What follows belongs to an exercise in optimizing a design on an open flow for small area; a production flow would make more cautious choices. Function was checked by simulation only, so behaviour that the tests miss may differ from the original. Power figures rest on the tool's default switching activity, not on a simulated workload.

v6:
// lights
module lights(
    input clk,
    input rst,
    input rx,
    output tx,
    output [2*12-1:0] leds
    );
clock: 10.0 ns
lec_check: 0
cap_margin: 20
core_margin: 2
core_utilization: 70
slew_margin: 20
standard.sh (not shown) runs the stock make flow with config.mk's settings and CLKGATE_MAP_FILE= SYNTH_SCRIPT=/design/flow/synth_recipe.tcl, a recipe that flattens the netlist after the stock synthesis.
==> flow/flow/run.sh <==
#!/bin/bash
# The standard layout (standard.sh) with two changes:
#  - synthesis maps the logic with an area-oriented ABC script (flow/area.abc)
#    in place of ORFS's speed script; the standard flow's synthesis script is otherwise
#    used as is (same flip-flop mapping and register names);
#  - clock tree synthesis uses clkbuf_8 leaf clusters of at most 18 sinks and
#    no dummy loads.
# The make output goes to flow.log; ORFS keeps each step's log in orfs/logs.
set -euo pipefail
here=$(pwd)
cat > "$here/area_synth.tcl" <<TCL
proc abc {args} {
    set i [lsearch -exact \$args -script]
    if {\$i >= 0} { lset args [expr {\$i + 1}] $here/flow/area.abc }
    yosys abc {*}\$args
}
source $here/synth_recipe.tcl
TCL
sed "s#SYNTH_SCRIPT=[^ ]*#SYNTH_SCRIPT=$here/area_synth.tcl#" standard.sh > area_standard.sh
export CTS_ARGS="-sink_clustering_enable -repair_clock_nets -dont_use_dummy_load -buf_list sky130_fd_sc_hd__clkbuf_8 -sink_clustering_size 18 -sink_clustering_max_diameter 50"
bash area_standard.sh > flow.log 2>&1
==> flow/flow/area.abc <==
strash
dch -f
map -a
mfs2
strash
dch -f
map -a
mfs2
strash
dch -f
map -a
topo
Inputs modified between v6 and v7:
==> flow/flow/area.abc <==
strash
&get -n
&deepsyn -T 60
&put
dc2
strash
dch -f
map -a
mfs2
strash
dc2
strash
dch -f
map -a
mfs2
strash
dc2
dch -f
map -a
topo
==> comparison <==
Between v6 and v7, the flow reports global-route wire length before repair decreasing by a few percent. Going from v6 to v7, number of ordinary and repair buffers in the finished layout now larger, cell area after synthesis -0.97%, pin count of the biggest net entering global routing +4, post-route total power decreased by 2.2% relative to the old numbers, clock-buffer cell count lost 1.7%. In the flow results for v7 and v6, the cell area after layout is smaller on v7. v7 reports its critical path's slowest cell as sky130_fd_sc_hd__buf_4 while v6 reports sky130_fd_sc_hd__clkdlybuf4s50_1. From v6 to v7 the numbers moved as follows: width of the chip decreased by 0.48% relative to the old numbers, xor-xnor portion of the synthesized cell area decreased by 0.19 points relative to the old numbers, final worst-path setup slack shrank by 0.29 ns, internal power lost 0.000070 W.

* * *

== v55 ==
Starting RTL as in the previous note.
clock: 10.0 ns
lec_check: 0
cap_margin: 20
core_margin: 2
core_utilization: 70
slew_margin: 20
==> flow/flow/run.sh <==
#!/bin/bash
# The standard layout (standard.sh) with three changes:
#  - synthesis maps the logic with an area-oriented ABC script (flow/area.abc)
#    in place of ORFS's speed script; the standard flow's synthesis script is otherwise
#    used as is (same flip-flop mapping and register names);
#  - ports are buffered with buf_1 (BUFFER_PORTS_ARGS);
#  - clock tree synthesis uses clkbuf_8 leaf clusters of at most 18 sinks
#    within 60 um and no dummy loads.
# The make output goes to flow.log; ORFS keeps each step's log in orfs/logs.
set -euo pipefail
here=$(pwd)
cat > "$here/area_synth.tcl" <<TCL
proc abc {args} {
    set i [lsearch -exact \$args -script]
    if {\$i >= 0} { lset args [expr {\$i + 1}] $here/flow/area.abc }
    yosys abc {*}\$args
}
source $here/synth_recipe.tcl
TCL
sed "s#SYNTH_SCRIPT=[^ ]*#SYNTH_SCRIPT=$here/area_synth.tcl#" standard.sh > area_standard.sh
export CTS_ARGS="-sink_clustering_enable -repair_clock_nets -dont_use_dummy_load -buf_list sky130_fd_sc_hd__clkbuf_8 -sink_clustering_size 18 -sink_clustering_max_diameter 60"
export BUFFER_PORTS_ARGS="-buffer_cell sky130_fd_sc_hd__buf_1"
bash area_standard.sh > flow.log 2>&1
==> flow/flow/area.abc <==
strash
&get -n
&deepsyn -T 60
&put
dc2
strash
dch -f
map -a
mfs2
strash
dc2
strash
dch -f
map -a
mfs2
strash
dc2
dch -f
map -a
topo
Inputs modified between v55 and v57:
--- a/flow/flow/run.sh
+++ b/flow/flow/run.sh
@@ -2 +2 @@
-# The standard layout (standard.sh) with three changes:
+# The standard layout (standard.sh) with two changes:
@@ -7,2 +7,2 @@
-#  - clock tree synthesis uses clkbuf_8 leaf clusters of at most 18 sinks
-#    within 60 um and no dummy loads.
+#  - clock tree synthesis uses clkbuf_8 leaf clusters of at most 18 sinks and
+#    no dummy loads.
Findings:
Final period utilization came out exactly the same in v57 and v55.
Re flip-flop and latch count: no difference whatsoever between v55 and v57.
Worst setup slack: v55 vs v57 identical
v55 and v57 ended up with roughly the same finished layout cell area.
Number of instances in the synthesized netlist: v57 vs v55 identical
Final weighted congestion in routability-driven placement: v57 vs v55 identical
Reported for v57 and v55, count of hold buffers inserted by post-cts repair turned out identical to the last digit.
Power share of the sequential group of v57 is on par with v55.
--- input diff v57..v44 ---
--- a/flow/flow/run.sh
+++ b/flow/flow/run.sh
@@ -6 +5,0 @@
-#  - ports are buffered with buf_1 (BUFFER_PORTS_ARGS);
@@ -21 +20 @@
-export CTS_ARGS="-sink_clustering_enable -repair_clock_nets -dont_use_dummy_load -buf_list sky130_fd_sc_hd__clkbuf_8 -sink_clustering_size 18 -sink_clustering_max_diameter 60"
+export CTS_ARGS="-sink_clustering_enable -repair_clock_nets -dont_use_dummy_load -buf_list {sky130_fd_sc_hd__clkbuf_4 sky130_fd_sc_hd__clkbuf_8} -sink_clustering_size 12 -sink_clustering_max_diameter 40"
## What came out
- v44 vs. v57: cell count went up by about 1.6%.
- Wire: v44 routes more than v57
- Against v57, setup slack after layout in v44 came out worse.
- Re slew at the pin with the worst max-slew slack: v44 is 21 ps up on v57.
- In terms of delay of the slowest critical-path stage, v44 and v57 differ only marginally.

* * *

Starting RTL as in the previous note.
// lights
module lights(
    input clk,
    input rst,
    input rx,
    output tx,
    output [2*12-1:0] leds
    );
==> flow/config.mk <==
export PLATFORM = sky130hd
export DESIGN_NAME = lights
export DESIGN_NICKNAME = lights
export VERILOG_FILES = /design/flow/design.v
export SDC_FILE = /design/flow/constraint.sdc
export NUM_CORES = 4
export LEC_CHECK = 0
export CAP_MARGIN = 20
export CORE_MARGIN = 2
export CORE_UTILIZATION = 70
export SLEW_MARGIN = 20
==> flow/constraint.sdc <==
create_clock -name core_clock -period 10.0 [get_ports {clk}]
set_input_delay 2.0000 -clock core_clock [delete_from_list [all_inputs] [get_ports {clk}]]
set_output_delay 2.0000 -clock core_clock [all_outputs]
set_load 0.01 [all_outputs]
==> flow/flow/run.sh <==
#!/bin/bash
# The standard layout (standard.sh) with two changes:
#  - synthesis maps the logic with an area-oriented ABC script (flow/area.abc)
#    in place of ORFS's speed script; the standard flow's synthesis script is otherwise
#    used as is (same flip-flop mapping and register names);
#  - ports are buffered with buf_1 (BUFFER_PORTS_ARGS);
#  - clock tree synthesis uses clkbuf_8 leaf clusters of at most 18 sinks and
#    no dummy loads.
# The make output goes to flow.log; ORFS keeps each step's log in orfs/logs.
set -euo pipefail
here=$(pwd)
cat > "$here/area_synth.tcl" <<TCL
proc abc {args} {
    set i [lsearch -exact \$args -script]
    if {\$i >= 0} { lset args [expr {\$i + 1}] $here/flow/area.abc }
    yosys abc {*}\$args
}
source $here/synth_recipe.tcl
TCL
sed "s#SYNTH_SCRIPT=[^ ]*#SYNTH_SCRIPT=$here/area_synth.tcl#" standard.sh > area_standard.sh
export CTS_ARGS="-sink_clustering_enable -repair_clock_nets -dont_use_dummy_load -buf_list sky130_fd_sc_hd__clkbuf_8 -sink_clustering_size 16 -sink_clustering_max_diameter 65"
export BUFFER_PORTS_ARGS="-buffer_cell sky130_fd_sc_hd__buf_1"
bash area_standard.sh > flow.log 2>&1
Scripts as last shown in full above: flow/flow/area.abc
Then changed:
--- a/flow/flow/run.sh
+++ b/flow/flow/run.sh
@@ -20,3 +20,3 @@
 sed "s#SYNTH_SCRIPT=[^ ]*#SYNTH_SCRIPT=$here/area_synth.tcl#" standard.sh > area_standard.sh
-export CTS_ARGS="-sink_clustering_enable -repair_clock_nets -dont_use_dummy_load -buf_list sky130_fd_sc_hd__clkbuf_8 -sink_clustering_size 16 -sink_clustering_max_diameter 65"
+export CTS_ARGS="-sink_clustering_enable -repair_clock_nets -dont_use_dummy_load -buf_list sky130_fd_sc_hd__clkbuf_8 -sink_clustering_size 18 -sink_clustering_max_diameter 50"
 export BUFFER_PORTS_ARGS="-buffer_cell sky130_fd_sc_hd__buf_1"
The new run passed the timing, DRC and antenna checks. Final cell count stays flat. Non-clock buffer count does not change. First-iteration DRC count shrinks by about 11%. Worst hold slack gets better by 0.0046 ns. Final area barely changes. Setup slack gets worse by 0.0040 ns. Global-route usage grows by 0.12 points. Die area stays the same. Clock power stays flat.
Then changed:
--- a/flow/flow/run.sh
+++ b/flow/flow/run.sh
@@ -1,3 +1,3 @@
 #!/bin/bash
-# The standard layout (standard.sh) with two changes:
+# The standard layout (standard.sh) with three changes:
 #  - synthesis maps the logic with an area-oriented ABC script (flow/area.abc)
@@ -6,4 +6,4 @@
 #  - ports are buffered with buf_1 (BUFFER_PORTS_ARGS);
-#  - clock tree synthesis uses clkbuf_8 leaf clusters of at most 18 sinks and
-#    no dummy loads.
+#  - clock tree synthesis uses clkbuf_8 leaf clusters of at most 18 sinks
+#    within 60 um and no dummy loads.
 # The make output goes to flow.log; ORFS keeps each step's log in orfs/logs.
@@ -20,3 +20,3 @@
 sed "s#SYNTH_SCRIPT=[^ ]*#SYNTH_SCRIPT=$here/area_synth.tcl#" standard.sh > area_standard.sh
-export CTS_ARGS="-sink_clustering_enable -repair_clock_nets -dont_use_dummy_load -buf_list sky130_fd_sc_hd__clkbuf_8 -sink_clustering_size 18 -sink_clustering_max_diameter 50"
+export CTS_ARGS="-sink_clustering_enable -repair_clock_nets -dont_use_dummy_load -buf_list sky130_fd_sc_hd__clkbuf_8 -sink_clustering_size 18 -sink_clustering_max_diameter 60"
 export BUFFER_PORTS_ARGS="-buffer_cell sky130_fd_sc_hd__buf_1"
--- a/flow/flow/area.abc
+++ b/flow/flow/area.abc
@@ -2,3 +2,3 @@
 &get -n
-&deepsyn -T 60
+&deepsyn -T 150
 &put
Outcome: Cell count is lower slightly; non-clock buffer count drops by 3; combinational power goes down by a little under a tenth; utilization came out lower by 0.18 points; power fell by a few percent; cell area falls slightly.

-- afterwards: timing with drivers on the ports --
In the flow no input, the clock included, has a driving cell. The finished layouts below were timed again as built, in two steps. Step 1, drivers: a clkbuf_16 drives clk and a buf_2 each remaining input, both assumed. Step 2 also shifts input and output timing later by t, the mid clock arrival at the registers, as if the neighbouring blocks saw the same clock. Slacks: ideal ports / drivers / drivers and shift; pairs: ideal ports / drivers.
run	t, ns	setup slack, ns	latest minus earliest clock arrival (ns)	worst data-port slew with drivers (ns)	cell pins on the clock port's net
v6	0.794	2.121 / 2.062 / 2.856	0.146 / 0.147	0.04	1
v7	0.782	1.834 / 1.776 / 2.558	0.102 / 0.102	0.04	1
v55	0.780	2.060 / 2.003 / 2.783	0.078 / 0.078	0.04	1
v57	0.780	2.060 / 2.003 / 2.783	0.078 / 0.078	0.04	1
v44	0.826	1.939 / 1.880 / 2.706	0.104 / 0.104	0.04	1
the first run of note 3	0.808	2.028 / 1.961 / 2.769	0.126 / 0.126	0.04	1
the second run of note 3	0.784	2.024 / 1.965 / 2.749	0.112 / 0.112	0.04	1
the third run of note 3	0.774	1.740 / 1.680 / 2.455	0.127 / 0.127	0.03	1
After both steps every run listed still meets setup and hold.
